Source: an optimization exercise on an open RTL-to-GDS flow (aim: small area and a short achievable clock period). Production flows keep margins and buffers that such runs may drop.
At most, simulation tests tie the RTL to the original design; equivalence was not proved.
The clock port is modelled as an ideal driver, which makes a skipped or thinned clock tree look cheaper than it is; a real chip needs a root buffer or a tree.
Power figures rest on the tool's default switching activity, not on a simulated workload.

job 101:
// top_module
module top_module (
    input         pclk,
    input         presetn,
    input         psel,
    input         penable,
    input         pwrite,
    input  [31:0] paddr,
    input  [31:0] pwdata,
    output [31:0] prdata,
    output        pready,
    output        irq,
    input  [31:0] aux_in,
    input  [31:0] pad_in,
    output [31:0] pad_out,
    output [31:0] pad_oe
);
clock: 4.5 ns
lec_check: 0
cap_margin: 20
core_margin: 2
core_utilization: 40
setup_slack_margin: 2.6
slew_margin: 20
standard.sh (not shown) runs the stock make flow with config.mk's settings and CLKGATE_MAP_FILE= SYNTH_SCRIPT=/design/flow/synth_recipe.tcl, a recipe that flattens the netlist after the stock synthesis.
==> flow/flow/run.sh <==
#!/bin/bash
# Standard layout, with the port buffers made of buf_1 cells instead of the
# resizer's default choice.
set -euo pipefail
export BUFFER_PORTS_ARGS="-buffer_cell sky130_fd_sc_hd__buf_1"
bash standard.sh > standard.log 2>&1
Job 101 | stages: all done | timing, DRC, antenna: all pass
### job 101 -> job 102
Settings: changing SETUP_SLACK_MARGIN from 2.6 to 2.5; setting CTS_CLUSTER_SIZE to 30 for the first time; setting CTS_CLUSTER_DIAMETER to 100 for the first time.
## What came out
Re die area: no difference whatsoever between job 102 and job 101.
Taking job 101 over job 102, the highest ir drop seen on vdd ratio works out to 1.17.
Cmp job 101 and job 102 / part of the total power dissipated in combinational logic / lower: job 101
Relative to job 102, the following input files were edited for job 103:
Settings: CTS_CLUSTER_DIAMETER no longer set, was 100; CTS_CLUSTER_SIZE no longer set, was 30; SETUP_SLACK_MARGIN no longer set, was 2.5.
==> run summary <==
In job 103 relative to job 102, wire length had gone down by a few percent. Diff job 102 and job 103: largest net degree at the start of global routing lower in job 102. The final worst hold slack of job 103 was inferior to that of job 102.
[inputs] job 104 vs job 103
==> flow/run.sh (new file) <==
#!/bin/bash
# synth_recipe.tcl (not shown) runs the flow's synth.tcl, then flattens the netlist and writes it again
# the make line also repeats each setting of config.mk as NAME=value (left out here)
make -C /OpenROAD-flow-scripts/flow DESIGN_CONFIG=/design/flow/config.mk WORK_HOME=/design/flow/orfs CLKGATE_MAP_FILE= SYNTH_SCRIPT=/design/flow/synth_recipe.tcl finish
removed: flow/flow/run.sh
removed: flow/standard.sh
--- outcome ---
| design area | job 104 vs job 103 | worse |. From job 103 to job 104 the numbers moved as follows: met3 wire length went down 1.5%; total power after layout went down 0.70%; critical path depth went down 1; part of the total power dissipated in the clock network went down 1.6 points.
No functional check of the RTL was part of any run of this note.

* * *

## old
top_module, a different RTL version from the one above (not shown whole).
Size: about 960 cells after synthesis, roughly 230 I/O pins, about 0.012 mm2 of cells after synthesis.
clock: 4.5 ns
lec_check: 0
cap_margin: 20
core_margin: 2
core_utilization: 40
setup_slack_margin: 2.65
slew_margin: 20
synth_hierarchical: 1
tns_end_percent: 1
==> flow/flow/run.sh <==
#!/bin/bash
# Standard layout with two changes: the port buffers are buf_1 cells instead
# of the resizer's default choice, and the clock tree is the two-level tree
# that clock_tree.tcl builds (run by the CTS step in place of
# clock_tree_synthesis). Each tool's output is in the ORFS logs under orfs/,
# and make's own output in standard.log.
set -euo pipefail
export BUFFER_PORTS_ARGS="-buffer_cell sky130_fd_sc_hd__buf_1"
export PRE_CTS_TCL="$PWD/flow/clock_tree.tcl"
export CLOCK_TREE_PORT=pclk
export CLOCK_TREE_TOP_COLS=2 CLOCK_TREE_TOP_ROWS=2
export CLOCK_TREE_LEAF_COLS=2 CLOCK_TREE_LEAF_ROWS=2
export CLOCK_TREE_TOP_CELL=sky130_fd_sc_hd__clkbuf_16 CLOCK_TREE_LEAF_CELL=sky130_fd_sc_hd__clkbuf_16
bash standard.sh > standard.log 2>&1
Other scripts of this flow, unchanged in this note and not shown: flow/flow/clock_tree.tcl
Relative to old, the following input files were edited for new:
# old
export LEC_CHECK = 0
export CAP_MARGIN = 20
export CORE_MARGIN = 2
export CORE_UTILIZATION = 40
export SETUP_SLACK_MARGIN = 2.65
export SLEW_MARGIN = 20
export SYNTH_HIERARCHICAL = 1
export TNS_END_PERCENT = 1
create_clock -name core_clock -period 4.5 [get_ports {pclk}]
# new
export LEC_CHECK = 0
export CAP_MARGIN = 20
export CORE_MARGIN = 2
export CORE_UTILIZATION = 55
export SETUP_SLACK_MARGIN = 2.5
export SLEW_MARGIN = 20
export SYNTH_HIERARCHICAL = 1
create_clock -name core_clock -period 4.5 [get_ports {pclk}]
Findings:
The flow did not stop early for new: all stages ran, and the layout cleared the timing, design-rule and antenna checks. Total of cells resized after clock tree synthesis on new is down relative to old. Of the two values seen for uppermost layer routed, met4 was produced by new and met5 by old. Comparing new and old, via count is higher on new. Cmp new and old / final cell count / higher: old. Of new and old, the run reporting the higher critical path depth was new. Looking at new and old, the clock network fraction of design power is a wash. new against old: worst-case setup margin in the final layout shrank by 0.069 ns; aggregate routed wire length lost 180 um. Routing usage on met1: higher on new. Of the two values seen for worst setup path startpoint, paddr[2] was produced by new and paddr[3] by old.
No run of this note takes its clock network from TritonCTS; it comes from the design's own scripts or RTL.

* * *

Setup of harbor:
Another version of the RTL of top_module (not shown whole).
Size: about 1500 cells after synthesis, about 340 flip-flops, ~230 I/O pins, ~0.014 mm2 of cells after synthesis.
==> flow/config.mk <==
export PLATFORM = sky130hd
export DESIGN_NAME = top_module
export DESIGN_NICKNAME = top_module
export VERILOG_FILES = /design/flow/design.v
export SDC_FILE = /design/flow/constraint.sdc
export NUM_CORES = 4
export LEC_CHECK = 0
export CAP_MARGIN = 20
export CORE_MARGIN = 2
export CORE_UTILIZATION = 55
export CTS_CLUSTER_DIAMETER = 80
export CTS_CLUSTER_SIZE = 24
export SETUP_SLACK_MARGIN = 2.5
export SLEW_MARGIN = 20
==> flow/constraint.sdc <==
create_clock -name core_clock -period 4.5 [get_ports {pclk}]
set_input_delay 0.9000 -clock core_clock [delete_from_list [all_inputs] [get_ports {pclk}]]
set_output_delay 0.9000 -clock core_clock [all_outputs]
set_load 0.01 [all_outputs]
==> flow/flow/run.sh <==
#!/bin/bash
# Standard layout, with the port buffers made of buf_1 cells instead of the
# resizer's default choice.
set -euo pipefail
export BUFFER_PORTS_ARGS="-buffer_cell sky130_fd_sc_hd__buf_1"
bash standard.sh > standard.log 2>&1
harbor ended with every stage complete and zero timing, DRC or antenna violations.
The inputs of cedar differ from those of harbor as listed below.
diff --git a/flow/config.mk b/flow/config.mk
--- a/flow/config.mk
+++ b/flow/config.mk
@@ -7,7 +7,8 @@
 export LEC_CHECK = 0
+export ABC_AREA = 1
 export CAP_MARGIN = 20
 export CORE_MARGIN = 2
-export CORE_UTILIZATION = 55
-export CTS_CLUSTER_DIAMETER = 80
-export CTS_CLUSTER_SIZE = 24
+export CORE_UTILIZATION = 40
+export CTS_CLUSTER_DIAMETER = 100
+export CTS_CLUSTER_SIZE = 30
 export SETUP_SLACK_MARGIN = 2.5
Notes after the runs:
Sequential share of layout area ends up lower on cedar. Comparing harbor and cedar, vias after detailed routing is higher on cedar. harbor ended up with compound AO/OA/AOI/OAI gates as its combinational family with the most area after synthesis; cedar ended up with simple AND/OR/NAND/NOR gates. The area added between synthesis and finish of cedar is lower than that of harbor. The die footprint reported for cedar is greater than that of harbor by about 40%. cedar -> harbor: number of remaining DRC errors flat. Fmax | cedar vs harbor | cedar faster. Re CTS buffer count: harbor and cedar aren't equal, and the lower value belongs to cedar. cedar vs harbor — core utilization dropped 19 points.

* * *

Another version of the RTL of top_module (not shown whole).
Size: roughly 340 flip-flops, about 230 I/O pins, about 14,000 µm² of cells after synthesis.
==> flow/config.mk <==
export PLATFORM = sky130hd
export DESIGN_NAME = top_module
export DESIGN_NICKNAME = top_module
export VERILOG_FILES = /design/flow/design.v
export SDC_FILE = /design/flow/constraint.sdc
export NUM_CORES = 4
export LEC_CHECK = 0
export CAP_MARGIN = 20
export CORE_MARGIN = 2
export CORE_UTILIZATION = 40
export SETUP_SLACK_MARGIN = 2.6
export SLEW_MARGIN = 20
==> flow/constraint.sdc <==
create_clock -name core_clock -period 4.5 [get_ports {pclk}]
set_input_delay 0.9000 -clock core_clock [delete_from_list [all_inputs] [get_ports {pclk}]]
set_output_delay 0.9000 -clock core_clock [all_outputs]
set_load 0.01 [all_outputs]
==> flow/flow/run.sh <==
#!/bin/bash
# Standard layout with two changes: the port buffers are buf_1 cells instead
# of the resizer's default choice, and the clock tree is the two-level tree
# that clock_tree.tcl builds (run by the CTS step in place of
# clock_tree_synthesis). Each tool's output is in the ORFS logs under orfs/,
# and make's own output in standard.log.
set -euo pipefail
export BUFFER_PORTS_ARGS="-buffer_cell sky130_fd_sc_hd__buf_1"
export PRE_CTS_TCL="$PWD/flow/clock_tree.tcl"
export CLOCK_TREE_PORT=pclk
export CLOCK_TREE_TOP_COLS=2 CLOCK_TREE_TOP_ROWS=2
export CLOCK_TREE_LEAF_COLS=2 CLOCK_TREE_LEAF_ROWS=2
bash standard.sh > standard.log 2>&1
Other scripts of this flow, unchanged in this note and not shown: flow/flow/clock_tree.tcl
Then changed:
Settings changed: SETUP_SLACK_MARGIN 2.6 to 2.7.
Effect: Die area stays the same; sequential cell count stays the same; hold slack improved by 0.0055 ns.
No functional check of the RTL was part of any run of this note. No run of this note takes its clock network from TritonCTS; it comes from the design's own scripts or RTL.

* * *

Setup of before:
top_module with an RTL version that a note above also has.
For scale: roughly 340 flip-flops, roughly 230 I/O pins, ~14,000 um^2 of cells after synthesis.
Settings: LEC_CHECK=0, CAP_MARGIN=20, CORE_MARGIN=2, CORE_UTILIZATION=40, SETUP_SLACK_MARGIN=2.5, SLEW_MARGIN=20; clock period 4.5 ns.
Scripts as last shown in full above: flow/flow/run.sh
Other scripts of this flow, unchanged in this note and not shown: flow/flow/clock_tree.tcl
Edits applied to the flow inputs when going from before to after:
- SETUP_SLACK_MARGIN changed from 2.5 to 2.6
## What came out
The internal power component of after exceeds that of before by 0.30%.
Launching instance or port of the critical path = penable: before; launching instance or port of the critical path = paddr[5]: after
Compared with before, after shows a relative contribution of sequential cells to total power that is 0.2 points lower.
From after to before, flip-flop and latch count did not move at all.
Number of standard cells after synthesis: after vs before identical
Cmp before and after / net load switching power / lower: before
after vs before: maximum frequency from static timing analysis down by a few percent
Re share of the yosys chip area belonging to registers: no difference whatsoever between after and before.
The run with more setup slack is before; after has less.
No run of this note takes its clock network from TritonCTS; it comes from the design's own scripts or RTL.

* * *

Setup of north:
RTL: one of the versions met above, not the one the previous note started from.
Size: ~960 cells after synthesis, ~340 flip-flops.
export LEC_CHECK = 0
export CAP_MARGIN = 20
export CORE_MARGIN = 2
export CORE_UTILIZATION = 40
export SETUP_SLACK_MARGIN = 2.6
export SLEW_MARGIN = 20
export SYNTH_HIERARCHICAL = 1
create_clock -name core_clock -period 4.5 [get_ports {pclk}]
==> flow/flow/run.sh <==
#!/bin/bash
# Standard layout with two changes: the port buffers are buf_1 cells instead
# of the resizer's default choice, and the clock tree is the two-level tree
# that clock_tree.tcl builds (run by the CTS step in place of
# clock_tree_synthesis). Each tool's output is in the ORFS logs under orfs/,
# and make's own output in standard.log.
set -euo pipefail
export BUFFER_PORTS_ARGS="-buffer_cell sky130_fd_sc_hd__buf_1"
export PRE_CTS_TCL="$PWD/flow/clock_tree.tcl"
export CLOCK_TREE_PORT=pclk
export CLOCK_TREE_TOP_COLS=2 CLOCK_TREE_TOP_ROWS=2
export CLOCK_TREE_LEAF_COLS=2 CLOCK_TREE_LEAF_ROWS=2
export CLOCK_TREE_TOP_CELL=sky130_fd_sc_hd__clkbuf_16 CLOCK_TREE_LEAF_CELL=sky130_fd_sc_hd__clkbuf_16
bash standard.sh > standard.log 2>&1
Other scripts of this flow, unchanged in this note and not shown: flow/flow/clock_tree.tcl
north: done, clean on timing, DRC and antenna
Inputs modified between north and south:
- SETUP_SLACK_MARGIN: 2.6 -> 2.55
Notes after the runs:
Between north and south, the difference in overall via count from detail_route is negligible.
When the final numbers for north and south were put side by side, the count of instances resized after the clock tree is built turned out to be greater in north.
Status | north and south | clean
Min DRC marker count from the first detailed-route iteration across north and south: south
Per the comparison of south with north, post-detailed-route wirelength per cell saw an increase; share of the cycle needed by the critical path after routing shows an increase of 0.71 points; wire length of the first global-routing pass went up by 270 um; filler-free cell count of the finished design roughly the same.
Between south and north, the register fraction of the total cell area figures differ only marginally.
Re setup slack: north and south aren't equal, and the higher value belongs to north.
Looking only at layout overhead on the synthesized area, and setting everything else aside, the lower value of north and south goes to south.
The inputs of east differ from those of south as listed below.
- swapping 40 for 65 in CORE_UTILIZATION
- swapping 2.55 for 2.5 in SETUP_SLACK_MARGIN
--- outcome ---
east completed; timing, DRC and antenna clean
Portion of total power attributed to sequential cells is lower on south
Summary of east over south: register-to-register path setup slack shows no meaningful change, non-filler instance count after layout shows a reduction of 170, worst supply voltage drop on vdd shows an increase of about 44%, sum of negative setup slack shows no meaningful change.
Of east and south, the higher final weighted congestion of routability-driven global placement belongs to east.
Combinational cell fraction of total power: east vs south down 0.2 points
On global-route wire length before repair, east does better than south.
south leaves more setup margin than east.
east ends up with lower layout overhead on the synthesized area than south does.
> inputs changed (east -> west)
- TNS_END_PERCENT now 5, previously not set
- CORE_UTILIZATION now 40, was 65
- SETUP_SLACK_MARGIN now 2.8, was 2.5
--- outcome ---
west vs east: static leakage up slightly. Row cell area after layout: west higher / east lower. Taking east over west, the routed length on met3 ratio works out to 1.4. From east to west the numbers moved as follows: upper clock frequency limit rose about 7%; hold slack saw little to no change; final core utilization shows a reduction of 29 points.
No run of this note takes its clock network from TritonCTS; it comes from the design's own scripts or RTL.

* * *

## v6
Another version of the RTL of top_module (not shown whole).
Size: ~230 I/O pins, about 12000 µm² of cells after synthesis.
==> flow/config.mk <==
export PLATFORM = sky130hd
export DESIGN_NAME = top_module
export DESIGN_NICKNAME = top_module
export VERILOG_FILES = /design/flow/design.v
export SDC_FILE = /design/flow/constraint.sdc
export NUM_CORES = 4
export LEC_CHECK = 0
export CAP_MARGIN = 20
export CORE_MARGIN = 2
export CORE_UTILIZATION = 40
export SETUP_SLACK_MARGIN = 2.65
export SLEW_MARGIN = 20
export SYNTH_HIERARCHICAL = 1
export TNS_END_PERCENT = 5
==> flow/constraint.sdc <==
create_clock -name core_clock -period 4.5 [get_ports {pclk}]
set_input_delay 0.9000 -clock core_clock [delete_from_list [all_inputs] [get_ports {pclk}]]
set_output_delay 0.9000 -clock core_clock [all_outputs]
set_load 0.01 [all_outputs]
Scripts as last shown in full above: flow/flow/run.sh
Other scripts of this flow, unchanged in this note and not shown: flow/flow/clock_tree.tcl
v6 closes out successfully: all stages finished, all timing, DRC and antenna checks passed.
What v7 does differently from v6 at the input level:
- SETUP_SLACK_MARGIN now 2.5, was 2.65
- TNS_END_PERCENT no longer set, was 5
### Flow results
Per the final summary, v7 finished and its layout is clean on timing, DRC and antenna.
Against v6, v7 comes in 0.35 points lower on register fraction of the total cell area.
Comparing the two runs side by side, v7 comes out behind v6 on wire length of the first global-routing pass.
Looking at cell area across v6 and v7, the one that comes out lower is v6.
No run of this note included a check of the RTL's function; only the layout flow was run. No run of this note takes its clock network from TritonCTS; it comes from the design's own scripts or RTL.

* * *

The RTL this note starts from:
==> flow/design.v <==
module gpio_read_mux (
    input         en,
    input  [9:0]  sel,
    input  [31:0] d0, d1, d2, d3, d4, d5, d7, d8, d9,
    input  [1:0]  d6,
    output [31:0] rd
);
    wire off = !en;
    genvar i;
    generate
        for (i = 0; i < 32; i = i + 1) begin : bit_
            wire x1, x2, x3;
            gpio_aoi222 g1 (.a1(sel[0]), .a2(d0[i]), .b1(sel[1]), .b2(d1[i]),
                            .c1(sel[2]), .c2(d2[i]), .y(x1));
            gpio_aoi222 g2 (.a1(sel[3]), .a2(d3[i]), .b1(sel[4]), .b2(d4[i]),
                            .c1(sel[5]), .c2(d5[i]), .y(x2));
            if (i < 2) begin : ctrl_
                wire x4;
                gpio_aoi222 g3 (.a1(sel[7]), .a2(d7[i]), .b1(sel[8]), .b2(d8[i]),
                                .c1(sel[9]), .c2(d9[i]), .y(x3));
                gpio_nand2 g4 (.a(sel[6]), .b(d6[i]), .y(x4));
                gpio_aoi41 g5 (.a1(x1), .a2(x2), .a3(x3), .a4(x4), .b(off), .y(rd[i]));
            end else begin : data_
                gpio_aoi222 g3 (.a1(sel[7]), .a2(d7[i]), .b1(sel[8]), .b2(d8[i]),
                                .c1(sel[9]), .c2(d9[i]), .y(x3));
                gpio_aoi31 g5 (.a1(x1), .a2(x2), .a3(x3), .b(off), .y(rd[i]));
            end
        end
    endgenerate
endmodule
module gpio_aoi222 (input a1, a2, b1, b2, c1, c2, output y);
    assign y = !((a1 && a2) || (b1 && b2) || (c1 && c2));
endmodule
module gpio_aoi31 (input a1, a2, a3, b, output y);
    assign y = !((a1 && a2 && a3) || b);
endmodule
module gpio_aoi41 (input a1, a2, a3, a4, b, output y);
    assign y = !((a1 && a2 && a3 && a4) || b);
endmodule
module gpio_nand2 (input a, b, output y);
    assign y = !(a && b);
endmodule
module top_module (
    input         pclk,
    input         presetn,
    input         psel,
    input         penable,
    input         pwrite,
    input  [31:0] paddr,
    input  [31:0] pwdata,
    output [31:0] prdata,
    output        pready,
    output        irq,
    input  [31:0] aux_in,
    input  [31:0] pad_in,
    output [31:0] pad_out,
    output [31:0] pad_oe
);
    reg  [31:0] r_in, r_out, r_oe, r_inte, r_ptrig, r_aux, r_eclk, r_nec;
    reg  [1:0]  r_ctrl;
    reg         r_irq;
    reg  [31:0] r_pad_out;
    reg  [31:0] r_prdata;
    wire        aligned = (paddr[31:6] == 26'd0) && (paddr[1:0] == 2'd0);
    wire [3:0]  a = paddr[5:2];
    wire        wsetup = psel && !penable && pwrite && aligned;
    wire        pick_out   = wsetup && (a == 4'd1);
    wire        pick_oe    = wsetup && (a == 4'd2);
    wire        pick_inte  = wsetup && (a == 4'd3);
    wire        pick_ptrig = wsetup && (a == 4'd4);
    wire        pick_aux   = wsetup && (a == 4'd5);
    wire        pick_ctrl  = wsetup && (a == 4'd6);
    wire        pick_eclk  = wsetup && (a == 4'd8);
    wire        pick_nec   = wsetup && (a == 4'd9);
    reg we_out, we_oe, we_inte, we_ptrig, we_aux, we_ctrl, we_eclk, we_nec;
    reg hold_out, hold_oe, hold_inte, hold_ptrig, hold_aux, hold_eclk, hold_nec;
    always @(posedge pclk or negedge presetn) begin
        if (!presetn) begin
            {we_out, we_oe, we_inte, we_ptrig, we_aux, we_ctrl, we_eclk, we_nec} <= 8'd0;
            {hold_out, hold_oe, hold_inte, hold_ptrig, hold_aux, hold_eclk, hold_nec} <= 7'd0;
        end else begin
            we_out     <= pick_out;
            we_oe      <= pick_oe;
            we_inte    <= pick_inte;
            we_ptrig   <= pick_ptrig;
            we_aux     <= pick_aux;
            we_ctrl    <= pick_ctrl;
            we_eclk    <= pick_eclk;
            we_nec     <= pick_nec;
            hold_out   <= !pick_out   && (hold_out   || we_out);
            hold_oe    <= !pick_oe;
            hold_inte  <= !pick_inte  && (hold_inte  || we_inte);
            hold_ptrig <= !pick_ptrig && (hold_ptrig || we_ptrig);
            hold_aux   <= !pick_aux   && (hold_aux   || we_aux);
            hold_eclk  <= !pick_eclk  && (hold_eclk  || we_eclk);
            hold_nec   <= !pick_nec   && (hold_nec   || we_nec);
        end
    end
    wire [31:0] out_nx   = ({32{we_out}}   & pwdata) | ({32{hold_out}}   & r_out);
    wire [31:0] oe_nx    = ({32{we_oe}}    & pwdata) | ({32{hold_oe}}    & r_oe);
    wire [31:0] inte_nx  = ({32{we_inte}}  & pwdata) | ({32{hold_inte}}  & r_inte);
    wire [31:0] ptrig_nx = ({32{we_ptrig}} & pwdata) | ({32{hold_ptrig}} & r_ptrig);
    wire [31:0] aux_nx   = ({32{we_aux}}   & pwdata) | ({32{hold_aux}}   & r_aux);
    wire [31:0] eclk_nx  = ({32{we_eclk}}  & pwdata) | ({32{hold_eclk}}  & r_eclk);
    wire [31:0] nec_nx   = ({32{we_nec}}   & pwdata) | ({32{hold_nec}}   & r_nec);
    wire [31:0] pad_nx  = (aux_nx & aux_in) | (~aux_nx & out_nx);
    wire [31:0] pad_val = (r_oe & r_pad_out) | (~r_oe & pad_in);
    wire        inte_valid = hold_inte || we_inte;
    wire [31:0] ints_raw = r_inte & (r_in ^ r_ptrig);
    wire [1:0]  ctrl_nx = we_ctrl ? pwdata[1:0]
                                  : {r_ctrl[1] | (r_ctrl[0] & r_irq), r_ctrl[0]};
    wire [9:0]  rsel;
    assign rsel[0] = (a == 4'd0);
    assign rsel[1] = (a == 4'd1) && hold_out;
    assign rsel[2] = (a == 4'd2);
    assign rsel[3] = (a == 4'd3) && hold_inte;
    assign rsel[4] = (a == 4'd4) && hold_ptrig;
    assign rsel[5] = (a == 4'd5) && hold_aux;
    assign rsel[6] = (a == 4'd6);
    assign rsel[7] = (a == 4'd7) && hold_inte;
    assign rsel[8] = (a == 4'd8) && hold_eclk;
    assign rsel[9] = (a == 4'd9) && hold_nec;
    wire [31:0] rd_nx;
    gpio_read_mux u_rd (
        .en   (aligned && presetn),
        .sel  (rsel),
        .d0   (pad_val),
        .d1   (r_out),
        .d2   (r_oe),
        .d3   (r_inte),
        .d4   (r_ptrig),
        .d5   (r_aux),
        .d6   (ctrl_nx),
        .d7   (ints_raw),
        .d8   (r_eclk),
        .d9   (r_nec),
        .rd   (rd_nx)
    );
    always @(posedge pclk or negedge presetn) begin
        if (!presetn) begin
            r_oe      <= 32'd0;
            r_ctrl    <= 2'd0;
            r_irq     <= 1'b0;
            r_pad_out <= 32'd0;
        end else begin
            r_oe      <= oe_nx;
            r_ctrl    <= ctrl_nx;
            r_irq     <= inte_valid && (|ints_raw);
            r_pad_out <= pad_nx;
        end
    end
    always @(posedge pclk) begin
        r_in    <= pad_val;
        r_out   <= out_nx;
        r_inte  <= inte_nx;
        r_ptrig <= ptrig_nx;
        r_aux   <= aux_nx;
        r_eclk  <= eclk_nx;
        r_nec   <= nec_nx;
        r_prdata <= rd_nx;
    end
    assign prdata  = r_prdata;
    assign pready  = 1'b1;
    assign irq     = r_irq;
    assign pad_out = r_pad_out;
    assign pad_oe  = r_oe;
endmodule
clock: 4.5 ns
lec_check: 0
cap_margin: 20
core_margin: 2
core_utilization: 40
place_density: 0.75
setup_slack_margin: 2.5
slew_margin: 20
synth_hierarchical: 1
Scripts as last shown in full above: flow/flow/run.sh
Other scripts of this flow, unchanged in this note and not shown: flow/flow/clock_tree.tcl
The first run passed the timing, design-rule and antenna checks.
Then changed:
--- a/flow/config.mk
+++ b/flow/config.mk
@@ -10,3 +10,2 @@
 export CORE_UTILIZATION = 40
-export PLACE_DENSITY = 0.75
 export SETUP_SLACK_MARGIN = 2.5
What happened:
- setup slack is better by 0.055 ns
- clock power hardly moves
- routed wire length goes up by 3.4%
- synthesized cell count stays the same
- core utilization goes up by 0.74 points
- global-route usage goes up by 0.85 points
- fmax goes up by about 2.8%
- sequential power hardly moves
- die area stays the same
Then changed:
--- a/flow/config.mk
+++ b/flow/config.mk
@@ -10,3 +10,3 @@
 export CORE_UTILIZATION = 40
-export SETUP_SLACK_MARGIN = 2.5
+export SETUP_SLACK_MARGIN = 2.4
 export SLEW_MARGIN = 20
Outcome:
- The new run completed with no timing, DRC or antenna violations
- fmax shrinks by a few percent
- register-to-register slack got worse by 0.17 ns
- utilization shrinks by 1.0 points
- global-route usage grows by 0.20 points
- hold slack is about the same
- die area is unchanged
- first-iteration DRC count shrinks by roughly a tenth
- combinational power shrinks by a little under a tenth
Then changed:
--- a/flow/config.mk
+++ b/flow/config.mk
@@ -10,4 +10,5 @@
 export CORE_UTILIZATION = 40
-export SETUP_SLACK_MARGIN = 2.4
+export SETUP_SLACK_MARGIN = 3.0
 export SLEW_MARGIN = 20
 export SYNTH_HIERARCHICAL = 1
+export TNS_END_PERCENT = 5
Power climbs by 0.83%.
Worst setup slack improved by 0.14 ns.
First-iteration DRC count climbs by 12%.
Flip-flop and latch count is unchanged.
Cell area increases by 4.1%.
Synthesized cell count does not change.
Register-to-register slack is better by 0.05 ns.
Then changed:
--- a/flow/config.mk
+++ b/flow/config.mk
@@ -10,3 +10,4 @@
 export CORE_UTILIZATION = 40
-export SETUP_SLACK_MARGIN = 3.0
+export PLACE_DENSITY = 0.7
+export SETUP_SLACK_MARGIN = 2.7
 export SLEW_MARGIN = 20
What happened:
- area after synthesis stays the same
- power goes down slightly
- sequential power barely changes
- worst setup slack gets better by 0.0088 ns
- final area goes down by a few percent
- combinational power goes down by roughly a tenth
- routed wire length goes down by a few percent
In every run of this note, the design's own scripts or RTL, not TritonCTS, make the clock network.

==> what the ideal ports hide <==
The results above use ideal ports. As a check the final layouts listed here were re-extracted and re-timed, cells and wires unchanged. Step 1: set_driving_cell puts a clkbuf_16 on pclk and a buf_2 on each other input, an assumption about the parent block. Step 2 adds t to the input delays and takes it off the output delays; t is the mean of the earliest and latest rising clock arrival at the registers after step 1. Input paths then give back, and output paths get back, about the clock's delay inside the block. a / b / c = ideal / step 1 / step 2; a / b = the first two.
run | shift t [ns] | setup slack, ns | latest minus earliest clock arrival (ns) | worst register clock-pin slew, ns | cell pins on the clock port's net
job 101 | 0.573 | 2.483 / 2.426 / 2.077 | 0.021 / 0.021 | 0.06 / 0.06 | 1
job 102 | 0.555 | 2.483 / 2.433 / 1.980 | 0.035 / 0.035 | 0.12 / 0.12 | 1
job 103 | 0.565 | 1.590 / 1.578 / 1.013 | 0.016 / 0.016 | 0.06 / 0.06 | 1
job 104 | 0.565 | 1.268 / 1.299 / 0.734 | 0.024 / 0.023 | 0.06 / 0.06 | 1
old | 0.413 | 2.586 / 2.548 / 2.244 | 0.014 / 0.014 | 0.09 / 0.09 | 4
new | 0.410 | 2.517 / 2.526 / 2.173 | 0.012 / 0.012 | 0.09 / 0.09 | 4
harbor | 0.565 | 2.450 / 2.400 / 1.921 | 0.025 / 0.024 | 0.10 / 0.10 | 1
cedar | 0.559 | 2.480 / 2.430 / 2.009 | 0.022 / 0.023 | 0.12 / 0.12 | 1
the first run of note 4 | 0.432 | 2.471 / 2.498 / 2.084 | 0.009 / 0.009 | 0.09 / 0.09 | 4
the second run of note 4 | 0.420 | 2.434 / 2.489 / 2.068 | 0.011 / 0.011 | 0.09 / 0.09 | 4
before | 0.428 | 2.448 / 2.406 / 2.075 | 0.018 / 0.017 | 0.09 / 0.09 | 4
after | 0.430 | 2.370 / 2.432 / 2.002 | 0.015 / 0.014 | 0.09 / 0.09 | 4
north | 0.414 | 2.567 / 2.526 / 2.199 | 0.020 / 0.020 | 0.09 / 0.09 | 4
south | 0.415 | 2.535 / 2.462 / 2.165 | 0.016 / 0.016 | 0.09 / 0.09 | 4
east | 0.407 | 2.464 / 2.543 / 2.136 | 0.012 / 0.011 | 0.09 / 0.09 | 4
west | 0.419 | 2.599 / 2.563 / 2.236 | 0.016 / 0.015 | 0.09 / 0.09 | 4
v6 | 0.421 | 2.348 / 2.433 / 2.012 | 0.022 / 0.022 | 0.09 / 0.09 | 4
v7 | 0.421 | 2.431 / 2.490 / 2.069 | 0.022 / 0.022 | 0.09 / 0.09 | 4
the first run of note 8 | 0.412 | 2.494 / 2.522 / 2.134 | 0.019 / 0.018 | 0.09 / 0.09 | 4
the second run of note 8 | 0.417 | 2.549 / 2.493 / 2.183 | 0.011 / 0.011 | 0.09 / 0.09 | 4
the third run of note 8 | 0.416 | 2.417 / 2.479 / 2.086 | 0.011 / 0.010 | 0.09 / 0.09 | 4
the fourth run of note 8 | 0.420 | 2.554 / 2.547 / 2.188 | 0.015 / 0.014 | 0.09 / 0.09 | 4
the fifth run of note 8 | 0.406 | 2.563 / 2.582 / 2.223 | 0.014 / 0.014 | 0.09 / 0.09 | 4
After both steps setup and hold are still met in every run listed. For job 103, which loses most, drivers alone change the setup slack by -0.012 ns; drivers and shift together by -0.577 ns.
